What follows belongs to an exercise in optimizing a design on an open flow for small area, a short achievable clock period and few clock cycles; a production flow would make more cautious choices.
The RTL was checked by simulation tests, not by an equivalence proof against the original design.
Power figures rest on the tool's default switching activity, not on a simulated workload.

==> exp/willow: inputs <==
## CPU
module CPU(
	input logic clk,
	input logic reset,
	output logic [63:0] imem_addr,
	input logic [31:0] imem_rdata,
	output logic [63:0] dmem_addr,
	output logic [63:0] dmem_wdata,
	output logic dmem_we,
	output logic dmem_re,
	input logic [63:0] dmem_rdata
);
export LEC_CHECK = 0
export CAP_MARGIN = 20
export CELL_PAD_IN_SITES_DETAIL_PLACEMENT = 1
export CELL_PAD_IN_SITES_GLOBAL_PLACEMENT = 1
export CORE_MARGIN = 2
export CORE_UTILIZATION = 50
export CTS_BUF_LIST = sky130_fd_sc_hd__clkbuf_8
export SETUP_SLACK_MARGIN = 3.3
export SLEW_MARGIN = 20
export SYNTH_HIERARCHICAL = 1
export SYNTH_MINIMUM_KEEP_SIZE = 0
create_clock -name core_clock -period 7.0 [get_ports {clk}]
run.sh (not shown) runs the stock make flow with config.mk's settings and CLKGATE_MAP_FILE= SYNTH_SCRIPT=/design/flow/synth_recipe.tcl, a recipe that flattens the netlist after the stock synthesis.
==> exp/delta (differences from exp/willow) <==
--- a/flow/design.v
+++ b/flow/design.v
@@ -936,47 +936,43 @@
   assign rs2 = i[24:20];
   assign f_same = (rs1 == rs2);
   assign f_pt = is_br & (f_same ? (f3 == 3'b000) : (i[31] | (f3 == 3'b001)));
   assign f_tgt = pc + {i[7], i[30:25], i[11:8]};
   assign pc_inc = pc + 11'd2;
   logic [11:1] pc_norm, pc_alt;
   assign pc_norm = reset ? 11'd0 : f_pt ? f_tgt : pc_inc;
   assign pc_alt = reset ? 11'd0 : x_alt;
-  logic [11:1] pc_d;
-  for (genvar n = 1; n < 12; n++) begin : g_pc
-    sel2 u_pc (.s(mp), .d0(pc_norm[n]), .d1(pc_alt[n]), .y(pc_d[n]));
-  end
   always_ff @(posedge clk)
-    pc <= pc_d;
+    pc <= mp ? pc_alt : pc_norm;
   assign is_ld = i[0] & ~i[6] & ~i[5] & ~i[4];
   assign is_st = i[0] & ~i[6] &  i[5] & ~i[4];
   assign is_r  = i[0] & ~i[6] &  i[5] &  i[4];
   assign is_ai = i[0] & ~i[6] & ~i[5] &  i[4];
   assign is_br = i[0] &  i[6];
   assign wr = is_ld | is_r | is_ai;
   assign rd = wr ? i[11:7] : 5'd0;
   logic [31:1] sel1, sel2;
-  logic [63:0] q1n, q2n;
+  logic [63:0] q1, q2;
   always_comb begin
     for (int k = 1; k < 32; k++) begin
       sel1[k] = (rs1 == 5'(k));
       sel2[k] = (rs2 == 5'(k));
     end
   end
   for (genvar n = 0; n < 64; n++) begin : g_rd
     logic [31:1] col;
     for (genvar k = 1; k < 32; k++) begin : g_col
       assign col[k] = rf[k][n];
     end
-    rf_read u_r1 (.d(col), .sel(sel1), .yn(q1n[n]));
-    rf_read u_r2 (.d(col), .sel(sel2), .yn(q2n[n]));
+    rf_read u_r1 (.d(col), .sel(sel1), .y(q1[n]));
+    rf_read u_r2 (.d(col), .sel(sel2), .y(q2[n]));
   end
-  assign r1 = (m_rd == rs1 && m_rd != 5'd0) ? m_val : ~q1n;
-  assign r2 = (m_rd == rs2 && m_rd != 5'd0) ? m_val : ~q2n;
+  assign r1 = (m_rd == rs1 && m_rd != 5'd0) ? m_val : q1;
+  assign r2 = (m_rd == rs2 && m_rd != 5'd0) ? m_val : q2;
   logic xw, fa_hit, fb_hit;
   assign xw = !x_kill && (x_rd != 5'd0);
   assign fa_hit = xw && (x_rd == rs1);
   assign fb_hit = xw && (x_rd == rs2);
   always_ff @(posedge clk)
     x_kill <= reset || mp;
   logic m_eq, m_ne, m_lt, m_ge, m_gt, m_le;
   assign m_eq = is_br & (f3 == 3'b000 ? !f_pt : f3 == 3'b001 ?  f_pt : 1'b0);
@@ -1052,20 +1048,12 @@
   assign m_val = m_ldw ? dmem_rdata : m_res;
   always_ff @(posedge clk)
     if (m_rd != 5'd0)
       rf[m_rd] <= m_val;
 endmodule
 module rf_read (
   input  logic [31:1] d,
   input  logic [31:1] sel,
-  output logic        yn
-);
-  assign yn = ~|(d & sel);
-endmodule
-module sel2 (
-  input  logic s,
-  input  logic d0,
-  input  logic d1,
-  output logic y
+  output logic        y
 );
-  assign y = s ? d1 : d0;
+  assign y = |(d & sel);
 endmodule
CORE_UTILIZATION = 55   (was 50)
==> exp/fjord (differences from exp/willow) <==
--- a/flow/design.v
+++ b/flow/design.v
@@ -936,47 +936,43 @@
   assign rs2 = i[24:20];
   assign f_same = (rs1 == rs2);
   assign f_pt = is_br & (f_same ? (f3 == 3'b000) : (i[31] | (f3 == 3'b001)));
   assign f_tgt = pc + {i[7], i[30:25], i[11:8]};
   assign pc_inc = pc + 11'd2;
   logic [11:1] pc_norm, pc_alt;
   assign pc_norm = reset ? 11'd0 : f_pt ? f_tgt : pc_inc;
   assign pc_alt = reset ? 11'd0 : x_alt;
-  logic [11:1] pc_d;
-  for (genvar n = 1; n < 12; n++) begin : g_pc
-    sel2 u_pc (.s(mp), .d0(pc_norm[n]), .d1(pc_alt[n]), .y(pc_d[n]));
-  end
   always_ff @(posedge clk)
-    pc <= pc_d;
+    pc <= mp ? pc_alt : pc_norm;
   assign is_ld = i[0] & ~i[6] & ~i[5] & ~i[4];
   assign is_st = i[0] & ~i[6] &  i[5] & ~i[4];
   assign is_r  = i[0] & ~i[6] &  i[5] &  i[4];
   assign is_ai = i[0] & ~i[6] & ~i[5] &  i[4];
   assign is_br = i[0] &  i[6];
   assign wr = is_ld | is_r | is_ai;
   assign rd = wr ? i[11:7] : 5'd0;
   logic [31:1] sel1, sel2;
-  logic [63:0] q1n, q2n;
+  logic [63:0] q1, q2;
   always_comb begin
     for (int k = 1; k < 32; k++) begin
       sel1[k] = (rs1 == 5'(k));
       sel2[k] = (rs2 == 5'(k));
     end
   end
   for (genvar n = 0; n < 64; n++) begin : g_rd
     logic [31:1] col;
     for (genvar k = 1; k < 32; k++) begin : g_col
       assign col[k] = rf[k][n];
     end
-    rf_read u_r1 (.d(col), .sel(sel1), .yn(q1n[n]));
-    rf_read u_r2 (.d(col), .sel(sel2), .yn(q2n[n]));
+    rf_read u_r1 (.d(col), .sel(sel1), .y(q1[n]));
+    rf_read u_r2 (.d(col), .sel(sel2), .y(q2[n]));
   end
-  assign r1 = (m_rd == rs1 && m_rd != 5'd0) ? m_val : ~q1n;
-  assign r2 = (m_rd == rs2 && m_rd != 5'd0) ? m_val : ~q2n;
+  assign r1 = (m_rd == rs1 && m_rd != 5'd0) ? m_val : q1;
+  assign r2 = (m_rd == rs2 && m_rd != 5'd0) ? m_val : q2;
   logic xw, fa_hit, fb_hit;
   assign xw = !x_kill && (x_rd != 5'd0);
   assign fa_hit = xw && (x_rd == rs1);
   assign fb_hit = xw && (x_rd == rs2);
   always_ff @(posedge clk)
     x_kill <= reset || mp;
   logic m_eq, m_ne, m_lt, m_ge, m_gt, m_le;
   assign m_eq = is_br & (f3 == 3'b000 ? !f_pt : f3 == 3'b001 ?  f_pt : 1'b0);
@@ -1052,20 +1048,12 @@
   assign m_val = m_ldw ? dmem_rdata : m_res;
   always_ff @(posedge clk)
     if (m_rd != 5'd0)
       rf[m_rd] <= m_val;
 endmodule
 module rf_read (
   input  logic [31:1] d,
   input  logic [31:1] sel,
-  output logic        yn
-);
-  assign yn = ~|(d & sel);
-endmodule
-module sel2 (
-  input  logic s,
-  input  logic d0,
-  input  logic d1,
-  output logic y
+  output logic        y
 );
-  assign y = s ? d1 : d0;
+  assign y = |(d & sel);
 endmodule
CORE_UTILIZATION = 45   (was 50)
==> qor summary <==
Outcome: exp/willow complete, no violations; exp/delta complete, no violations; exp/fjord complete, no violations
Number of placement rows: exp/willow 168; exp/delta 158; exp/fjord 175
Simple-gate share of the synthesized area: exp/willow 7.05%; exp/delta 7.29%; exp/fjord 7.29%
Source of the worst hold timing path: exp/willow x_st; exp/delta x_alt[10]; exp/fjord x_alt[4]
Synth Area per Inst: exp/willow 14.3 µm²; exp/delta 13.9 µm²; exp/fjord 13.9 µm²
Share of the final layout cell area in sequential cells: exp/willow 52.9%; exp/delta 54.4%; exp/fjord 53.8%
Reg2Reg Capture Point: exp/willow m_res[39]; exp/delta x_f_eq; exp/fjord x_f_eq
Initial Util: exp/willow 50.2%; exp/delta 55.5%; exp/fjord 45.3%
Drt first pass iters: exp/willow 9; exp/delta 14; exp/fjord 10
Wire length of the first global-routing pass: exp/willow 684000 µm; exp/delta 669000 µm; exp/fjord 685000 µm
Switching share of power: exp/willow 33.0%; exp/delta 32.0%; exp/fjord 32.1%
Max VDD drop: exp/willow 0.237 mV; exp/delta 0.224 mV; exp/fjord 0.305 mV
Endpoint, Worst Hold: exp/willow m_we; exp/delta pc[10]; exp/fjord pc[4]
Initial drt markers: exp/willow 14000; exp/delta 17100; exp/fjord 14400
Hold depth: exp/willow 1; exp/delta 2; exp/fjord 2
Min Hold Slack: exp/willow 0.436 ns; exp/delta 0.455 ns; exp/fjord 0.448 ns
CP bufs+invs: exp/willow 3; exp/delta 3; exp/fjord 2
Share of the cycle needed by the critical path after routing: exp/willow 55.8%; exp/delta 55.0%; exp/fjord 55.2%
Fraction of layout instances using a drive strength above 1: exp/willow 26.7%; exp/delta 22.3%; exp/fjord 23.4%
Final Cell Area: exp/willow 125000 µm²; exp/delta 121000 µm²; exp/fjord 123000 µm²
Xor and xnor fraction of the mapped netlist area: exp/willow 2.51%; exp/delta 2.51%; exp/fjord 2.51%
Fraction of power consumed by the clock network: exp/willow 31.2%; exp/delta 30.9%; exp/fjord 31.6%
Count of mapped cells out of synthesis: exp/willow 7341; exp/delta 7398; exp/fjord 7398
Mean number of vias per cell: exp/willow 7.44; exp/delta 7.87; exp/fjord 7.32
Testbench counts of exp/willow, summed over its fixed seeds: cycles 30,837.
Testbench counts of exp/delta, summed over its fixed seeds: cycles 30,837.
Testbench counts of exp/fjord, summed over its fixed seeds: cycles 30,837.

static timing again, ports no longer ideal:
How much do the figures lean on ideal ports? The routed layouts below were timed once more, with nothing changed but the port constraints.
Step 1 (the two cells are an assumption about what drives the block):
set clk [get_ports {clk}]
set_driving_cell -lib_cell sky130_fd_sc_hd__clkbuf_16 $clk
set_driving_cell -lib_cell sky130_fd_sc_hd__buf_2 [delete_from_list [all_inputs] $clk]
Step 2, shift: input delay + t, output delay - t, t = (earliest + latest rising clock arrival at the registers) / 2. This alone moves slack from input paths to output paths.
a / b / c = ideal / step 1 / step 2; a / b = the first two.
run | t (ns) | setup slack, ns | worst register clock-pin slew, ns | pins driven straight from the clock port
exp/willow | 1.215 | 3.092 / 3.157 / 1.943 | 0.07 / 0.07 | 1
exp/delta | 1.213 | 3.149 / 3.154 / 1.983 | 0.08 / 0.08 | 1
exp/fjord | 1.188 | 3.138 / 3.163 / 2.008 | 0.08 / 0.08 | 1
After both steps setup and hold are still met in every run listed. The setup slack of exp/delta, which loses most, moves by +0.005 ns with the drivers and by -1.166 ns with both steps.
